Background: an optimization exercise with open tools, aiming at small area, a short achievable clock period and few clock cycles per item. Do not read the settings as production practice.

== v6 ==
Design alu, start of the top module:
module alu (
	output reg [31:0] result,
	output cout,
	output done,
	input [31:0] ain,
	input [31:0] bin,
	input [2:0] alu_op,
	input
		cin,
		start,
		CLK,
		reset
);
	wire [32:0] sum  = {1'b0, ain} + {1'b0, bin} + {32'b0, cin};
	wire [32:0] diff = {1'b0, ain} - {1'b0, bin};
	wire lt = diff[32];
	wire [31:0] rem;
	assign cout = sum[32];
	mod mod1 (
		.res(rem),
		.done(done),
		.ain(ain),
		.bin(bin),
		.lt(lt),
		.diff(diff[31:0]),
		.start(start),
		.CLK(CLK),
		.reset(reset)
	);
	always @(*)
		case (alu_op)
			3'd0: result = ain & bin;
			3'd1: result = ain | bin;
			3'd2: result = ain ^ bin;
			3'd3: result = ~(ain | bin);
			3'd4: result = {31'b0, lt};
			3'd5: result = sum[31:0];
			3'd6: result = diff[31:0];
			default: result = rem;
		endcase
endmodule
Size in the first run: roughly 2200 cells after synthesis, ~72 flip-flops, roughly 110 I/O pins.
==> module mod, before the edit <==
module mod #(parameter K = 2) (
	output [31:0] res,
	output reg done,
	input [31:0] ain,
	input [31:0] bin,
	input lt,
	input [31:0] diff,
	input start,
	input CLK,
	input reset
);
	localparam NG = (32 + K - 1) / K;
	localparam W  = NG * K;
	wire [W-1:0] a = {{(W-32){1'b0}}, ain};
	wire [W-1:0] b = {{(W-32){1'b0}}, bin};
	reg [31:0] p;
	reg [3:0] cnt;
	reg busy;
	assign res = p;
	reg [4:0] ia, ib;
	integer i;
	always @(*) begin
		ia = 5'd0;
		ib = 5'd0;
		for (i = 0; i < 32; i = i + 1) begin
			if (ain[i]) ia = i;
			if (bin[i]) ib = i;
		end
	end
	wire bz = ~|bin;
	wire [4:0] s = ia - ib;
	wire [3:0] span = s / K;
	wire s0 = (s == 5'd0);
	reg [31:0] pinit;
	always @(*) begin
		pinit = 32'd0;
		for (i = 0; i < NG; i = i + 1)
			if (span == i) pinit = a >> (K * (i + 1));
	end
	wire [3:0] nidx = start ? span : cnt - 4'd1;
	reg [K-1:0] grp_n, grp;
	reg [31:0] b_r;
	always @(*) begin
		grp_n = {K{1'b0}};
		for (i = 0; i < NG; i = i + 1)
			if (nidx == i) grp_n = a[i*K +: K];
	end
	reg [31:0] q;
	reg [33:0] t;
	integer j;
	always @(*) begin
		q = p;
		for (j = 0; j < K; j = j + 1) begin
			t = {1'b0, q, grp[K-1-j]} - {2'b0, b_r};
			q = t[33] ? {q[30:0], grp[K-1-j]} : t[31:0];
		end
	end
	always @(posedge CLK) begin
		if (reset) begin
			busy <= 1'b0;
			done <= 1'b0;
		end else if (start) begin
			busy <= ~(bz | lt | s0);
			done <= bz | lt | s0;
		end else if (busy) begin
			busy <= |cnt;
			done <= ~|cnt;
		end
		b_r <= bin;
		grp <= grp_n;
		if (start) begin
			p <= (bz | lt) ? ain : s0 ? diff : pinit;
			cnt <= span;
		end else if (busy) begin
			p <= q;
			cnt <= cnt - 4'd1;
		end
	end
endmodule
==> module alu, before the edit <==
module alu (
	output reg [31:0] result,
	output cout,
	output done,
	input [31:0] ain,
	input [31:0] bin,
	input [2:0] alu_op,
	input
		cin,
		start,
		CLK,
		reset
);
	wire [32:0] sum  = {1'b0, ain} + {1'b0, bin} + {32'b0, cin};
	wire [32:0] diff = {1'b0, ain} - {1'b0, bin};
	wire lt = diff[32];
	wire [31:0] rem;
	assign cout = sum[32];
	mod mod1 (
		.res(rem),
		.done(done),
		.ain(ain),
		.bin(bin),
		.lt(lt),
		.diff(diff[31:0]),
		.start(start),
		.CLK(CLK),
		.reset(reset)
	);
	always @(*)
		case (alu_op)
			3'd0: result = ain & bin;
			3'd1: result = ain | bin;
			3'd2: result = ain ^ bin;
			3'd3: result = ~(ain | bin);
			3'd4: result = {31'b0, lt};
			3'd5: result = sum[31:0];
			3'd6: result = diff[31:0];
			default: result = rem;
		endcase
endmodule
export LEC_CHECK = 0
export ABC_CLOCK_PERIOD_IN_PS = 6500
export CAP_MARGIN = 20
export CORE_MARGIN = 2
export CORE_UTILIZATION = 40
export SETUP_SLACK_MARGIN = 4
export SLEW_MARGIN = 20
create_clock -name core_clock -period 11.0 [get_ports {CLK}]
run.sh (not shown) runs the stock make flow with config.mk's settings and CLKGATE_MAP_FILE= SYNTH_SCRIPT=/design/flow/synth_recipe.tcl, a recipe that flattens the netlist after the stock synthesis.
Here is what was changed in the inputs of v7 compared with v6.
==> flow/design.v <==
module mod #(parameter K = 3) (
	output [31:0] res,
	output reg done,
	input [31:0] ain,
	input [31:0] bin,
	input lt,
	input start,
	input CLK,
	input reset
);
	localparam NG = (32 + K - 1) / K;
	localparam W  = NG * K;
	wire [W-1:0] a = {{(W-32){1'b0}}, ain};
	wire [W-1:0] b = {{(W-32){1'b0}}, bin};
	reg [31:0] p;
	reg [3:0] cnt;
	reg busy;
	assign res = p;
	reg [3:0] ia, ib;
	integer i;
	always @(*) begin
		ia = 4'd0;
		ib = 4'd0;
		for (i = 0; i < NG; i = i + 1) begin
			if (|a[i*K +: K]) ia = i;
			if (|b[i*K +: K]) ib = i;
		end
	end
	wire bz = ~|bin;
	wire [3:0] span = ia - ib;
	reg [31:0] pinit;
	always @(*) begin
		pinit = 32'd0;
		for (i = 0; i < NG; i = i + 1)
			if (span == i) pinit = a >> (K * (i + 1));
	end
	wire [3:0] nidx = start ? span : cnt - 4'd1;
	reg [K-1:0] grp_n, grp;
	reg [31:0] b_r;
	always @(*) begin
		grp_n = {K{1'b0}};
		for (i = 0; i < NG; i = i + 1)
			if (nidx == i) grp_n = a[i*K +: K];
	end
	reg [31:0] q;
	reg [33:0] t;
	integer j;
	always @(*) begin
		q = p;
		for (j = 0; j < K; j = j + 1) begin
			t = {1'b0, q, grp[K-1-j]} - {2'b0, b_r};
			q = t[33] ? {q[30:0], grp[K-1-j]} : t[31:0];
		end
	end
	always @(posedge CLK) begin
		if (reset) begin
			busy <= 1'b0;
			done <= 1'b0;
		end else if (start) begin
			busy <= ~(bz | lt);
			done <= bz | lt;
		end else if (busy) begin
			busy <= |cnt;
			done <= ~|cnt;
		end
		b_r <= bin;
		grp <= grp_n;
		if (start) begin
			p <= (bz | lt) ? ain : pinit;
			cnt <= span;
		end else if (busy) begin
			p <= q;
			cnt <= cnt - 4'd1;
		end
	end
endmodule
module alu (
	output reg [31:0] result,
	output cout,
	output done,
	input [31:0] ain,
	input [31:0] bin,
	input [2:0] alu_op,
	input
		cin,
		start,
		CLK,
		reset
);
	wire [32:0] sum  = {1'b0, ain} + {1'b0, bin} + {32'b0, cin};
	wire [32:0] diff = {1'b0, ain} - {1'b0, bin};
	wire lt = diff[32];
	wire [31:0] rem;
	assign cout = sum[32];
	mod mod1 (
		.res(rem),
		.done(done),
		.ain(ain),
		.bin(bin),
		.lt(lt),
		.start(start),
		.CLK(CLK),
		.reset(reset)
	);
	always @(*)
		case (alu_op)
			3'd0: result = ain & bin;
			3'd1: result = ain | bin;
			3'd2: result = ain ^ bin;
			3'd3: result = ~(ain | bin);
			3'd4: result = {31'b0, lt};
			3'd5: result = sum[31:0];
			3'd6: result = diff[31:0];
			default: result = rem;
		endcase
endmodule
[summary]
- For the final worst-path cycle share, v7 came in 3.2 points higher than v6 did.
- edfxtp_1 as the cell with the largest stage delay on the worst path was reported by v7, and ha_4 by v6.
- Summary: with v6 as the reference, mean instance size in the synthesized netlist in v7 moved up by a few percent.
- Comparing v6 and v7, worst hold slack is lower on v6.
- When v7 is measured against v6, its weighted congestion reported at the end of routability-driven placement turns out 4.0% lower.
- Max post-place setup slack across v6 and v7: v6
No run of this note included a check of the RTL's function; only the layout flow was run.

-- re-timing with driven ports --
No port has a modelled driver above. Below, the same layouts with a new extraction and two added sets of constraints. Step 1: set_driving_cell puts a clkbuf_16 on CLK and a buf_2 on each other input, an assumption about the parent block. Step 2 times the ports against the registers' clock, not the clock port: input delays grow and output delays shrink by t, the midpoint of the rising clock arrivals with the driver on. a / b / c = no drivers / after step 1 / after step 2; a / b = the first two.
run | shift t [ns] | slack for setup (ns) | worst setup path after step 2 | worst data-port slew with drivers (ns)
v6 | 0.420 | 3.258 / 3.236 / 3.236 | input to output | 0.08
v7 | 0.392 | 2.906 / 2.906 / 2.906 | register to register | 0.08
After both steps every run listed still meets setup and hold. For v6, which loses most, drivers alone change the setup slack by -0.022 ns; drivers and shift together by -0.022 ns.
